From an optimization exercise on the open Yosys and OpenROAD flow, aimed at small area, a short achievable clock period and few clock cycles per item; shortcuts taken in it are not production practice.
The RTL was checked by simulation tests, not by an equivalence proof against the original design.
Power is estimated from default activity; no workload was simulated.

== run 1 ==
==> flow/design.v <==
`timescale 1ns / 1ps
module ksadd #(parameter W = 32, parameter L = 5) (   
	input [W-1:0] a,
	input [W-1:0] b,
	input ci,
	output [W-1:0] s,
	output co
	);
wire [W-1:0] p0 = a ^ b;
wire [W-1:0] g [0:L];
wire [W-1:0] p [0:L];
assign g[0] = (a & b) | {{(W-1){1'b0}}, p0[0] & ci};
assign p[0] = p0;
genvar l, i;
generate
	for (l = 0; l < L; l = l + 1) begin : lvl
		for (i = 0; i < W; i = i + 1) begin : bit_
			if (i >= (1 << l)) begin : m
				assign g[l+1][i] = g[l][i] | (p[l][i] & g[l][i-(1<<l)]);
				assign p[l+1][i] = p[l][i] & p[l][i-(1<<l)];
			end else begin : c
				assign g[l+1][i] = g[l][i];
				assign p[l+1][i] = p[l][i];
			end
		end
	end
endgenerate
wire [W:0] c = {g[L], ci};
assign s = p0 ^ c[W-1:0];
assign co = c[W];
endmodule
`timescale 1ns / 1ps
module alu(
	input [31:0] a,
	input [31:0] bx,
	input sub,
	input sel_add,
	input sel_logic,
	input sel_shift,
	input sel_slt,
	input [1:0] lop,
	input sltu,
	input sleft,
	input sarith,
	input sfull,
	output [31:0] y
	);
wire [31:0] sum;
wire cout;
ksadd #(32) add (.a(a), .b(bx), .ci(sub), .s(sum), .co(cout));
wire [32:0] s33 = {cout, sum};
wire b31 = bx[31] ^ sub;
wire lt = sltu ? ~s33[32] : ((a[31] ^ b31) ? a[31] : s33[31]);
reg [31:0] lg;
always @* begin
	case (lop)
		2'b00: lg = a & bx;
		2'b01: lg = a | bx;
		2'b10: lg = a ^ bx;
		default: lg = ~(a | bx);
	endcase
end
wire fill = sarith & a[31];
wire big = sfull & (|bx[31:5]);
reg [31:0] xin, xrev;
integer k;
always @* begin
	for (k = 0; k < 32; k = k + 1)
		xin[k] = sleft ? a[31-k] : a[k];
end
wire [63:0] xs = {{32{fill}}, xin} >> bx[4:0];
always @* begin
	for (k = 0; k < 32; k = k + 1)
		xrev[k] = xs[31-k];
end
wire shr = sel_shift & ~sleft & ~big;
wire shl = sel_shift & sleft & ~big;
wire shf = sel_shift & big & fill;
assign y = ({32{sel_add}} & sum)
         | ({32{sel_logic}} & lg)
         | ({32{shr}} & xs[31:0])
         | ({32{shl}} & xrev)
         | {32{shf}}
         | {31'b0, sel_slt & lt};
endmodule
`timescale 1ns / 1ps
module MIPS_DLX(
	input clock,
	input reset,
	output [9:0] imem_addr,
	input [31:0] imem_data,
	output [9:0] dmem_addr,
	output [31:0] dmem_wdata,
	output dmem_we,
	input [31:0] dmem_rdata
	);
reg [9:0]  pc;
reg        d_v;             
reg        d_useimm;        
reg        d_sub;           
reg        d_immhi;         
reg [9:0]  d_pc;            
reg [31:0] d_ir;
reg [31:1] d_sa;            
reg [31:1] d_sb;            
reg        d_lbyp;          
reg        d_bpa, d_bpb;    
reg        d_wen;           
reg [4:0]  d_wa;
reg        d_pt;            
reg [9:0]  d_alt;           
reg        e_wen;
reg [4:0]  e_wa;
reg        e_load, e_store, e_br, e_bne, e_pt;
reg        e_addi;          
reg [9:0]  e_alt;
reg [9:0]  e_addr;          
reg [31:0] e_a;             
reg [31:0] e_b;             
reg        e_sub, e_sadd, e_slog, e_ssh, e_sslt, e_sltu, e_sleft, e_sarith, e_sfull;
reg [1:0]  e_lop;
wire [31:0] alu_y;
alu ALU (
	.a(e_a), .bx(e_b),
	.sub(e_sub), .sel_add(e_sadd), .sel_logic(e_slog), .sel_shift(e_ssh), .sel_slt(e_sslt),
	.lop(e_lop), .sltu(e_sltu), .sleft(e_sleft), .sarith(e_sarith), .sfull(e_sfull),
	.y(alu_y)
	);
assign dmem_addr  = e_addr;
assign dmem_wdata = e_b;
assign dmem_we    = e_store;
wire [31:0] e_res = alu_y | (dmem_rdata & {32{e_load}});
wire e_taken = e_bne ^ (e_a == e_b);
wire mispredict = e_br & (e_taken ^ e_pt);
wire [31:0] o_x = e_a ^ e_b;
wire [31:0] o_c = {e_a[30:1] | e_b[30:1], e_a[0] & e_b[0], 1'b1};
wire e_one = e_addi & (o_x == o_c);
reg [31:1] one_r;
genvar go_;
generate
	for (go_ = 1; go_ < 32; go_ = go_ + 1) begin : one_w
		always @(posedge clock)
			if (e_wen && e_wa == go_)
				one_r[go_] <= e_one;
	end
endgenerate
wire [5:0] op = d_ir[31:26];
wire [5:0] fn = d_ir[5:0];
wire d_rtype = ~op[5] & ~op[3] & ~op[2] & ~op[1];
wire d_br    = ~op[5] & ~op[3] &  op[2];
wire d_immal = ~op[5] &  op[3];
wire d_load  =  op[5] & ~op[3];
wire d_store =  op[5] &  op[3];
reg [31:0] rf [1:31];
genvar g;
generate
	for (g = 1; g < 32; g = g + 1) begin : wr
		always @(posedge clock)
			if (e_wen && e_wa == g)
				rf[g] <= e_res;
	end
endgenerate
reg [31:0] rf_a0, rf_b;
integer i;
always @* begin
	rf_a0 = 32'b0;
	rf_b = 32'b0;
	for (i = 1; i < 32; i = i + 1) begin
		rf_a0 = rf_a0 | ({32{d_sa[i]}} & rf[i]);
		rf_b = rf_b | ({32{d_sb[i]}} & rf[i]);
	end
end
wire [31:0] rf_a = rf_a0 | ({32{d_lbyp}} & dmem_rdata);
wire byp_a = d_bpa & e_wen;
wire byp_b = d_bpb & e_wen;
wire stall = d_v & op[5] & byp_a & ~e_load;
wire go = d_v & ~stall & ~mispredict;
wire [31:0] d_a = ({32{byp_a}} & e_res) | ({32{~byp_a}} & rf_a);
wire [31:0] d_imm = {{16{d_immhi}}, d_ir[15:0]};
wire bpb_n = byp_b & ~d_useimm & ~d_sub;
wire bpb_i = byp_b & ~d_useimm & d_sub;
wire [31:0] d_b0 = ((d_useimm ? d_imm : rf_b) ^ {32{d_sub}}) & {32{~(byp_b & ~d_useimm)}};
wire [31:0] d_b = ({32{bpb_n}} & e_res) | ({32{bpb_i}} & ~e_res) | d_b0;
wire d_addi = d_immal & ~op[2] & ~op[1];
wire d_fuse_ok = d_v & d_addi & (d_ir[15:0] == 16'hffff) & d_wen & ~byp_a;
wire d_addi_zero = |(d_sa & one_r);
wire [9:0] d_addr;
ksadd #(10, 4) add_ad (.a(rf_a[9:0]), .b(d_ir[9:0]), .ci(1'b0), .s(d_addr), .co());
always @(posedge clock) begin
	if (reset) begin
		e_wen   <= 1'b0;
		e_load  <= 1'b0;
		e_store <= 1'b0;
		e_br    <= 1'b0;
	end else begin
		e_wen   <= go & d_wen;
		e_load  <= go & d_load;
		e_store <= go & d_store;
		e_br    <= go & d_br;
	end
end
always @(posedge clock) begin
	e_wa     <= d_wa;
	e_bne    <= op[0];
	e_addi   <= d_addi;
	e_pt     <= d_pt;
	e_alt    <= d_alt;
	e_addr   <= d_addr;
	e_a      <= d_a;
	e_b      <= d_b;
	e_sub    <= d_sub;
	e_sadd   <= d_rtype ? (fn[5] & ~fn[3] & ~fn[2]) : (d_immal & ~op[2] & ~op[1]);
	e_slog   <= d_rtype ? (fn[5] & ~fn[3] & fn[2]) : (d_immal & op[2]);
	e_ssh    <= d_rtype & ~fn[5];
	e_sslt   <= d_rtype ? (fn[5] & fn[3]) : (d_immal & ~op[2] & op[1]);
	e_lop    <= d_rtype ? fn[1:0] : op[1:0];
	e_sltu   <= d_rtype & fn[0];
	e_sleft  <= ~fn[1];
	e_sarith <= fn[0];
	e_sfull  <= ~fn[2];
end
assign imem_addr = pc;
wire [31:0] ins = imem_data;
wire [5:0] f_op = ins[31:26];
wire [4:0] f_rs = ins[25:21];
wire [4:0] f_rt = ins[20:16];
wire [4:0] f_rd = ins[15:11];
wire f_rtype = ~f_op[5] & ~f_op[3] & ~f_op[2] & ~f_op[1];
wire f_j     = ~f_op[5] & ~f_op[3] & ~f_op[2] &  f_op[1];
wire f_br    = ~f_op[5] & ~f_op[3] &  f_op[2];
wire f_writes = f_rtype | (~f_op[5] & f_op[3]) | (f_op[5] & ~f_op[3]);
wire [4:0] f_wa = f_rtype ? f_rd : f_rt;
wire f_wen = f_writes & (f_wa != 5'd0);
wire [5:0] f_fn = ins[5:0];
wire f_immal = ~f_op[5] & f_op[3];
wire f_useimm = f_immal | (f_op[5] & ~f_op[3]);
wire f_immhi = ~(f_immal & f_op[2]) & ins[15];
wire f_sub = f_rtype ? (f_fn[5] & f_fn[1] & (f_fn[3] | ~f_fn[2])) : (f_immal & ~f_op[2] & f_op[1]);
wire [9:0] pc_inc = pc + 10'd1;
wire [9:0] pc_br;
ksadd #(10, 4) add_br (.a(pc), .b(ins[9:0]), .ci(1'b0), .s(pc_br), .co());
wire f_fuse = f_br & (f_rt == 5'd0) & (f_rs == d_wa) & d_fuse_ok;
wire f_pt_static = ins[9] | (f_op[0] ^ (f_rs == f_rt));
wire f_pt = f_fuse ? (f_op[0] ^ d_addi_zero) : f_pt_static;
wire f_lbyp = d_v & d_load & d_wen & (d_wa == f_rs);
reg [31:1] f_sa, f_sb;
integer k;
always @* begin
	for (k = 1; k < 32; k = k + 1)
		f_sa[k] = (f_rs == k);
	for (k = 1; k < 32; k = k + 1)
		f_sb[k] = (f_rt == k);
end
reg [9:0] pc_next;
always @* begin
	if (mispredict)            pc_next = e_alt;
	else if (stall)            pc_next = d_pc;
	else if (f_j)              pc_next = ins[9:0];
	else if (f_br & f_pt)      pc_next = pc_br;
	else                       pc_next = pc_inc;
end
always @(posedge clock) begin
	if (reset) begin
		pc  <= 10'd0;
		d_v <= 1'b0;
	end else begin
		pc <= pc_next;
		d_v <= ~(mispredict | stall);
	end
end
always @(posedge clock) begin
	begin
		d_pc  <= pc;
		d_ir  <= ins;
		d_useimm <= f_useimm;
		d_sub <= f_sub;
		d_immhi <= f_immhi;
		d_sa  <= f_sa & ~{31{f_lbyp}};
		d_sb  <= f_sb;
		d_lbyp <= f_lbyp;
		d_bpa <= d_v & d_wen & (d_wa == f_rs);
		d_bpb <= d_v & d_wen & (d_wa == f_rt);
		d_wen <= f_wen;
		d_wa  <= f_wa;
		d_pt  <= f_pt;
		d_alt <= f_pt ? pc_inc : pc_br;
	end
end
endmodule
clock: 9.0 ns
lec_check: 0
cap_margin: 20
core_margin: 2
core_utilization: 40
cts_cluster_diameter: 100
cts_cluster_size: 20
setup_slack_margin: 5
slew_margin: 20
standard.sh (not shown) runs the stock make flow with config.mk's settings and CLKGATE_MAP_FILE= SYNTH_SCRIPT=/design/flow/synth_recipe.tcl, a recipe that flattens the netlist after the stock synthesis.
==> flow/flow/run.sh <==
#!/bin/bash
set -euo pipefail
cd "$(dirname "$0")/.."
bash standard.sh SYNTH_WRAPPED_OPERATORS=1 OPENROAD_HIERARCHICAL=1 SETUP_SLACK_MARGIN=5.4 finish > orfs_make.log 2>&1
Testbench counts of run 1, summed over its fixed seeds: cycles 127,628, instrs 122,234.
Input changes introduced in run 2 (baseline for comparison: run 1):
diff --git a/flow/design.v b/flow/design.v
--- a/flow/design.v
+++ b/flow/design.v
@@ -98,8 +98,9 @@
 reg        d_v;             
 reg        d_useimm;        
 reg        d_sub;           
 reg        d_immhi;         
+reg        d_dec;           
 reg [9:0]  d_pc;            
 reg [31:0] d_ir;
 reg [31:1] d_sa;            
 reg [31:1] d_sb;            
@@ -181,9 +182,9 @@
 wire bpb_i = byp_b & ~d_useimm & d_sub;
 wire [31:0] d_b0 = ((d_useimm ? d_imm : rf_b) ^ {32{d_sub}}) & {32{~(byp_b & ~d_useimm)}};
 wire [31:0] d_b = ({32{bpb_n}} & e_res) | ({32{bpb_i}} & ~e_res) | d_b0;
 wire d_addi = d_immal & ~op[2] & ~op[1];
-wire d_fuse_ok = d_v & d_addi & (d_ir[15:0] == 16'hffff) & d_wen & ~byp_a;
+wire d_fuse_ok = d_v & d_dec & ~byp_a;
 wire d_addi_zero = |(d_sa & one_r);
 wire [9:0] d_addr;
 ksadd #(10, 4) add_ad (.a(rf_a[9:0]), .b(d_ir[9:0]), .ci(1'b0), .s(d_addr), .co());
 always @(posedge clock) begin
@@ -274,8 +275,9 @@
 		d_ir  <= ins;
 		d_useimm <= f_useimm;
 		d_sub <= f_sub;
 		d_immhi <= f_immhi;
+		d_dec <= f_immal & ~f_op[2] & ~f_op[1] & (ins[15:0] == 16'hffff) & f_wen;
 		d_sa  <= f_sa & ~{31{f_lbyp}};
 		d_sb  <= f_sb;
 		d_lbyp <= f_lbyp;
 		d_bpa <= d_v & d_wen & (d_wa == f_rs);
### Flow results
- [run 2] count of non-filler cells in the finished layout fell 100 relative to run 1
- Run 2 vs run 1, fraction of power spent switching nets went up by 0.18 points.
- The higher instance count of the mapped netlist of run 2 and run 1 is in run 1.
- Relative to run 1, portion of the clock cycle consumed by the worst path in the final layout increased by 1.1 points in run 2.
- Share of power burned in the clock network was lower in the run labelled run 1.
- Run 2: net count of the mapped netlist 44 below run 1
- Between run 1 and run 2, the count of hold buffers inserted by post-cts repair does not differ in any meaningful way.
- Changes observed in run 2 relative to run 1: sequential cell fraction of total power went down by 0.6 points; combinational power went up by about 2%; number of placed instances, taps included went down by about 2.1%.
- Run 2 and run 1 ended up with roughly the same area share of xor/xnor cells in the synthesized design.
- Compared with run 1, in run 2 wire length per cell now sits higher; die area now sits lower; wire length of the first global-routing pass now sits at about the same level.
Testbench counts of run 2, summed over its fixed seeds: cycles 127,628, instrs 122,234.

Another version of the RTL of MIPS_DLX (not shown whole).
Size in the first run: ~4500 cells after synthesis, roughly 1300 flip-flops, ~120 I/O pins.
clock: 9.0 ns
lec_check: 0
cap_margin: 20
core_margin: 2
core_utilization: 40
cts_cluster_diameter: 100
cts_cluster_size: 20
setup_slack_margin: 5
slew_margin: 20
==> flow/flow/run.sh <==
#!/bin/bash
set -euo pipefail
cd "$(dirname "$0")/.."
bash standard.sh SETUP_SLACK_MARGIN=5.4 finish > orfs_make.log 2>&1
Testbench counts at the start, summed over its fixed seeds: cycles 127,628, instrs 122,234.
Edit:
--- a/flow/design.v
+++ b/flow/design.v
@@ -92,18 +92,16 @@
 	output [9:0] dmem_addr,
 	output [31:0] dmem_wdata,
 	output dmem_we,
 	input [31:0] dmem_rdata
 	);
 reg [9:0]  pc;
 reg        d_v;             
-reg [9:0]  d_pc;            
 reg [31:0] d_ir;
 reg [31:1] d_sa;            
-reg [31:1] d_sb;            
 reg        d_lbyp;          
 reg        d_bpa, d_bpb;    
 reg        d_wen;           
 reg [4:0]  d_wa;
 reg        d_pt;            
 reg [9:0]  d_alt;           
 reg        e_wen;
@@ -160,15 +158,15 @@
 reg [31:0] rf_a0, rf_b;
 integer i;
 always @* begin
 	rf_a0 = 32'b0;
 	rf_b = 32'b0;
 	for (i = 1; i < 32; i = i + 1) begin
 		rf_a0 = rf_a0 | ({32{d_sa[i]}} & rf[i]);
-		rf_b = rf_b | ({32{d_sb[i]}} & rf[i]);
+		rf_b = rf_b | ({32{d_ir[20:16] == i}} & rf[i]);
 	end
 end
 wire [31:0] rf_a = rf_a0 | ({32{d_lbyp}} & dmem_rdata);
 wire byp_a = d_bpa & e_wen;
 wire byp_b = d_bpb & e_wen;
 wire stall = d_v & op[5] & byp_a & ~e_load;
 wire go = d_v & ~stall & ~mispredict;
@@ -234,45 +232,44 @@
 wire [9:0] pc_inc = pc + 10'd1;
 wire [9:0] pc_br;
 ksadd #(10, 4) add_br (.a(pc), .b(ins[9:0]), .ci(1'b0), .s(pc_br), .co());
 wire f_fuse = f_br & (f_rt == 5'd0) & (f_rs == d_wa) & d_fuse_ok;
 wire f_pt_static = ins[9] | (f_op[0] ^ (f_rs == f_rt));
 wire f_pt = f_fuse ? (f_op[0] ^ d_addi_zero) : f_pt_static;
 wire f_lbyp = d_v & d_load & d_wen & (d_wa == f_rs);
-reg [31:1] f_sa, f_sb;
+reg [31:1] f_sa;
 integer k;
 always @* begin
 	for (k = 1; k < 32; k = k + 1)
 		f_sa[k] = (f_rs == k);
-	for (k = 1; k < 32; k = k + 1)
-		f_sb[k] = (f_rt == k);
 end
 reg [9:0] pc_next;
 always @* begin
 	if (mispredict)            pc_next = e_alt;
-	else if (stall)            pc_next = d_pc;
+	else if (stall)            pc_next = pc;
 	else if (f_j)              pc_next = ins[9:0];
 	else if (f_br & f_pt)      pc_next = pc_br;
 	else                       pc_next = pc_inc;
 end
 always @(posedge clock) begin
 	if (reset) begin
 		pc  <= 10'd0;
 		d_v <= 1'b0;
 	end else begin
 		pc <= pc_next;
-		d_v <= ~(mispredict | stall);
-	end
-end
-always @(posedge clock) begin
-	begin
-		d_pc  <= pc;
+		if (mispredict)
+			d_v <= 1'b0;
+		else if (!stall)
+			d_v <= 1'b1;
+	end
+end
+always @(posedge clock) begin
+	if (!stall) begin
 		d_ir  <= ins;
 		d_sa  <= f_sa & ~{31{f_lbyp}};
-		d_sb  <= f_sb;
 		d_lbyp <= f_lbyp;
 		d_bpa <= d_v & d_wen & (d_wa == f_rs);
 		d_bpb <= d_v & d_wen & (d_wa == f_rt);
 		d_wen <= f_wen;
 		d_wa  <= f_wa;
 		d_pt  <= f_pt;
 		d_alt <= f_pt ? pc_inc : pc_br;
Result: The new run passed the timing, DRC and antenna checks. Worst setup slack gets worse by 0.057 ns. Clock skew rose by 0.0082 ns. Worst hold slack improves by 0.016 ns. Power shrinks by 1.2%. Synthesized cell count came out higher by 2.5%.
Testbench counts after the change, summed over its fixed seeds: cycles 125,917, instrs 122,234.

[port drivers added, routing unchanged]
Ports are ideal in the flow. The routed layouts listed here were re-timed in OpenROAD. Step 1, drivers: a clkbuf_16 drives clock and a buf_2 each remaining input, both assumed. Step 2 moves the port delays by t, midway between the first and last clock arrival at a register: inputs arrive t later, outputs are due t later. That takes back most of the time a late clock gives input paths. Slacks: ideal ports / drivers / drivers and shift; pairs: ideal ports / drivers.
| run | t, ns | setup WS [ns] | hold slack, ns | latest minus earliest clock arrival (ns) | worst register clock-pin slew, ns |
|---|---|---|---|---|---|
| run 1 | 0.781 | 5.314 / 5.244 / 4.603 | 0.331 / 0.331 / 0.331 | 0.058 / 0.058 | 0.09 / 0.09 |
| run 2 | 0.804 | 5.211 / 5.256 / 4.463 | 0.320 / 0.320 / 0.320 | 0.047 / 0.046 | 0.09 / 0.09 |
| the first run of note 2 | 0.796 | 5.258 / 5.291 / 4.495 | 0.331 / 0.331 / 0.331 | 0.037 / 0.038 | 0.10 / 0.10 |
| the second run of note 2 | 0.764 | 5.201 / 5.201 / 4.632 | 0.347 / 0.347 / 0.347 | 0.041 / 0.041 | 0.10 / 0.10 |
After both steps every run listed still meets setup and hold. The setup slack of the first run of note 2, which loses most, moves by +0.033 ns with the drivers and by -0.763 ns with both steps.
